Background: an optimization exercise with open tools, aiming at small area, a short achievable clock period and few clock cycles. Do not read the settings as production practice. At most, simulation tests tie the RTL to the original design; equivalence was not proved. Power figures rest on the tool's default switching activity, not on a simulated workload.

== the baseline ==
Design JAM, start of the top module:
module JAM (
input CLK,
input RST,
output reg [2:0] W,
output reg [2:0] J,
input [6:0] Cost,
output reg [3:0] MatchCount,
output reg [9:0] MinCost,
output reg Valid );
Size in the first run: ~1,500 flip-flops, roughly 30 I/O pins, ~0.065 mm^2 of cells after synthesis.
make LEC_CHECK=0 CAP_MARGIN=20 CORE_MARGIN=2 CORE_UTILIZATION=40 CTS_CLUSTER_DIAMETER=100 CTS_CLUSTER_SIZE=30 SETUP_SLACK_MARGIN=3.0 SLEW_MARGIN=20 TNS_END_PERCENT=100 finish   # period 5.0 ns
run.sh (not shown) runs the stock make flow with config.mk's settings and CLKGATE_MAP_FILE= SYNTH_SCRIPT=/design/flow/synth_recipe.tcl, a recipe that flattens the netlist after the stock synthesis.
Looking at the reports, the baseline completed the entire flow and the layout it produced met the timing, DRC and antenna checks.
Testbench counts of the baseline, summed over its fixed seeds: cycles 5,392.
Changes in the candidate relative to the baseline:
# the baseline
export LEC_CHECK = 0
export CAP_MARGIN = 20
export CORE_MARGIN = 2
export CORE_UTILIZATION = 40
export CTS_CLUSTER_DIAMETER = 100
export CTS_CLUSTER_SIZE = 30
export SETUP_SLACK_MARGIN = 3.0
export SLEW_MARGIN = 20
export TNS_END_PERCENT = 100
create_clock -name core_clock -period 5.0 [get_ports {CLK}]
# the candidate
export LEC_CHECK = 0
export CAP_MARGIN = 20
export CORE_MARGIN = 2
export CORE_UTILIZATION = 60
export PLACE_DENSITY = 0.75
export SETUP_SLACK_MARGIN = 2.5
export SLEW_MARGIN = 20
export TNS_END_PERCENT = 100
create_clock -name core_clock -period 5.0 [get_ports {CLK}]
--- outcome ---
The candidate finished every step from synthesis to the final layout, and the layout passed the timing, DRC and antenna checks.
The candidate vs the baseline: total of cells resized after clock tree synthesis down by more than half
Relative to the baseline, initial antenna violation count decreased by 9 in the candidate.
In the candidate, area growth from synthesis to layout is lower than in the baseline.

* * *

JAM, a different RTL version from the one above (not shown whole).
Size in the first run: about 7000 cells after synthesis, ~1400 flip-flops.
==> flow/config.mk <==
export PLATFORM = sky130hd
export DESIGN_NAME = JAM
export DESIGN_NICKNAME = JAM
export VERILOG_FILES = /design/flow/design.v
export SDC_FILE = /design/flow/constraint.sdc
export NUM_CORES = 4
export LEC_CHECK = 0
export ABC_AREA = 1
export CAP_MARGIN = 20
export CORE_MARGIN = 2
export CORE_UTILIZATION = 40
export CTS_CLUSTER_DIAMETER = 150
export CTS_CLUSTER_SIZE = 25
export PLACE_DENSITY = 0.7
export SETUP_SLACK_MARGIN = 2.8
export SLEW_MARGIN = 20
export TNS_END_PERCENT = 100
==> flow/constraint.sdc <==
create_clock -name core_clock -period 5.0 [get_ports {CLK}]
set_input_delay 1.0000 -clock core_clock [delete_from_list [all_inputs] [get_ports {CLK}]]
set_output_delay 1.0000 -clock core_clock [all_outputs]
set_load 0.01 [all_outputs]
The baseline finished clean.
Change:
CAP_MARGIN = 0   (was 20)
CTS_CLUSTER_DIAMETER = not set   (was 150)
CTS_CLUSTER_SIZE = not set   (was 25)
PLACE_DENSITY = not set   (was 0.7)
SETUP_SLACK_MARGIN = 2.7   (was 2.8)
SLEW_MARGIN = 0   (was 20)
=> Power rises by roughly a tenth; hold slack hardly moves; via count falls slightly; design area rises by a few percent; routed wire length rises slightly.
Change:
CAP_MARGIN = 20   (was 0)
PLACE_DENSITY = 0.7   (was not set)
SLEW_MARGIN = 20   (was 0)
After rerunning: Cell area grows by 0.35%; via count grows by about 1.6%; wire length shrinks by about 0.5%.
Change:
PLACE_DENSITY = not set   (was 0.7)
After rerunning: Total power came out lower by 1.7%. Cell area came out lower by 0.35%. Combinational power came out lower by about 3%. Worst setup slack is worse by 0.049 ns. Clock power came out lower by about 4%.
Change:
PLACE_DENSITY = 0.7   (was not set)
SETUP_SLACK_MARGIN = 2.8   (was 2.7)
=> The changed run completed with no timing, DRC or antenna violations; worst hold slack barely changes; sequential power hardly moves; utilization climbs by 0.85 points.
No functional check of the RTL was part of any run of this note.

* * *

== build 45 ==
Another version of the RTL of JAM (not shown whole).
Size: about 7100 cells after synthesis, ~1500 flip-flops, about 30 I/O pins, about 64000 µm² of cells after synthesis.
export LEC_CHECK = 0
export ABC_AREA = 1
export CAP_MARGIN = 20
export CORE_MARGIN = 2
export CORE_UTILIZATION = 40
export CTS_CLUSTER_DIAMETER = 150
export CTS_CLUSTER_SIZE = 25
export PLACE_DENSITY = 0.7
export SETUP_SLACK_MARGIN = 2.75
export SLEW_MARGIN = 20
export TNS_END_PERCENT = 100
create_clock -name core_clock -period 5.0 [get_ports {CLK}]
Build 45 completed; timing, DRC and antenna clean
Testbench counts of build 45, summed over its fixed seeds: cycles 5,392.
The following lists how build 65 was set up differently from build 45:
diff --git a/flow/config.mk b/flow/config.mk
--- a/flow/config.mk
+++ b/flow/config.mk
@@ -12,2 +12,2 @@
-export CTS_CLUSTER_DIAMETER = 150
-export CTS_CLUSTER_SIZE = 25
+export CTS_CLUSTER_DIAMETER = 60
+export CTS_CLUSTER_SIZE = 10
@@ -15 +15 @@
-export SETUP_SLACK_MARGIN = 2.75
+export SETUP_SLACK_MARGIN = 2.8
Findings:
- Between build 45 and build 65, the difference in power in sequential cells is negligible.
- The launching element of the worst setup path comes out patD4[1] in one run and Valid in the other, namely in build 45 and build 65 respectively.
- Comparing the two runs side by side, build 65 comes out behind build 45 on clock group total power.
- Changes observed in build 65 relative to build 45: die area stayed essentially flat, area added between synthesis and finish now larger.
- Looking at final area, build 65 sits 5.2% above build 45.
- Number of detailed-route iterations in the first pass of build 45 is on par with build 65.
- Build 45 and build 65 ended up with nearly the same flip-flop and latch count after synthesis.
#### Input delta (build 68 over build 65)
diff --git a/flow/config.mk b/flow/config.mk
--- a/flow/config.mk
+++ b/flow/config.mk
@@ -12,2 +12,2 @@
-export CTS_CLUSTER_DIAMETER = 60
-export CTS_CLUSTER_SIZE = 10
+export CTS_CLUSTER_DIAMETER = 100
+export CTS_CLUSTER_SIZE = 25
--- outcome ---
In the flow results for build 68 and build 65, the total global routing track utilization is larger on build 65. Delta(total non-filler cell area in the finished layout, build 68 - build 65) < 0. From build 65 to build 68, number of placement rows did not move at all. Diff build 65 -> build 68: wire length has decreased; part of the total power dissipated in combinational logic has increased; worst-case vdd ir drop has increased; total routed wire length on the met1 layer has remained practically unchanged.
Here is what was changed in the inputs of build 66 compared with build 68.
diff --git a/flow/config.mk b/flow/config.mk
--- a/flow/config.mk
+++ b/flow/config.mk
@@ -12,4 +12 @@
-export CTS_CLUSTER_DIAMETER = 100
-export CTS_CLUSTER_SIZE = 25
-export PLACE_DENSITY = 0.7
-export SETUP_SLACK_MARGIN = 2.8
+export SETUP_SLACK_MARGIN = 2.7
## What came out
- Part of the total power dissipated in combinational logic down 5.8 points in build 66 wrt build 68
- The more densely filled core belongs to build 66, not build 68.
- Status: via count parity (build 68, build 66)
- Build 66 against build 68; largest net degree at the start of global routing is down by a little under 10%.
- Of build 66 and build 68, the higher total non-filler cell area in the finished layout belongs to build 66.

-- port drivers added, routing unchanged --
Ports are ideal in the flow. The routed layouts listed here were re-timed in OpenROAD. Step 1 (the two cells are an assumption about what drives the block):
set clk [get_ports {CLK}]
set_driving_cell -lib_cell sky130_fd_sc_hd__clkbuf_16 $clk
set_driving_cell -lib_cell sky130_fd_sc_hd__buf_2 [delete_from_list [all_inputs] $clk]
Step 2 adds t to the input delays and takes it off the output delays; t is the mean of the earliest and latest rising clock arrival at the registers after step 1. Input paths then give back, and output paths get back, about the clock's delay inside the block. Slacks: ideal / step 1 / step 2; pairs: ideal / step 1.
run | shift t [ns] | setup slack, ns | clock arrival spread, ns | worst data-port slew with drivers (ns)
the baseline | 0.786 | 2.593 / 2.593 / 2.497 | 0.047 / 0.046 | 0.05
the candidate | 0.820 | 2.537 / 2.475 / 2.318 | 0.025 / 0.025 | 0.03
the first run of note 2 | 0.753 | 2.792 / 2.723 / 2.372 | 0.034 / 0.034 | 0.05
the second run of note 2 | 0.842 | 2.674 / 2.674 / 2.370 | 0.027 / 0.028 | 0.03
the third run of note 2 | 0.843 | 2.723 / 2.644 / 2.404 | 0.027 / 0.027 | 0.05
the fourth run of note 2 | 0.842 | 2.674 / 2.674 / 2.370 | 0.027 / 0.028 | 0.03
the fifth run of note 2 | 0.839 | 2.719 / 2.641 / 2.412 | 0.027 / 0.027 | 0.05
build 45 | 0.769 | 2.764 / 2.739 / 2.619 | 0.036 / 0.036 | 0.03
build 65 | 0.863 | 2.739 / 2.663 / 2.605 | 0.039 / 0.039 | 0.03
build 68 | 0.778 | 2.824 / 2.751 / 2.607 | 0.040 / 0.040 | 0.03
build 66 | 0.861 | 2.740 / 2.671 / 2.546 | 0.041 / 0.042 | 0.03
After both steps setup and hold are still met in every run listed. For the first run of note 2, which loses most, drivers alone change the setup slack by -0.069 ns; drivers and shift together by -0.420 ns.
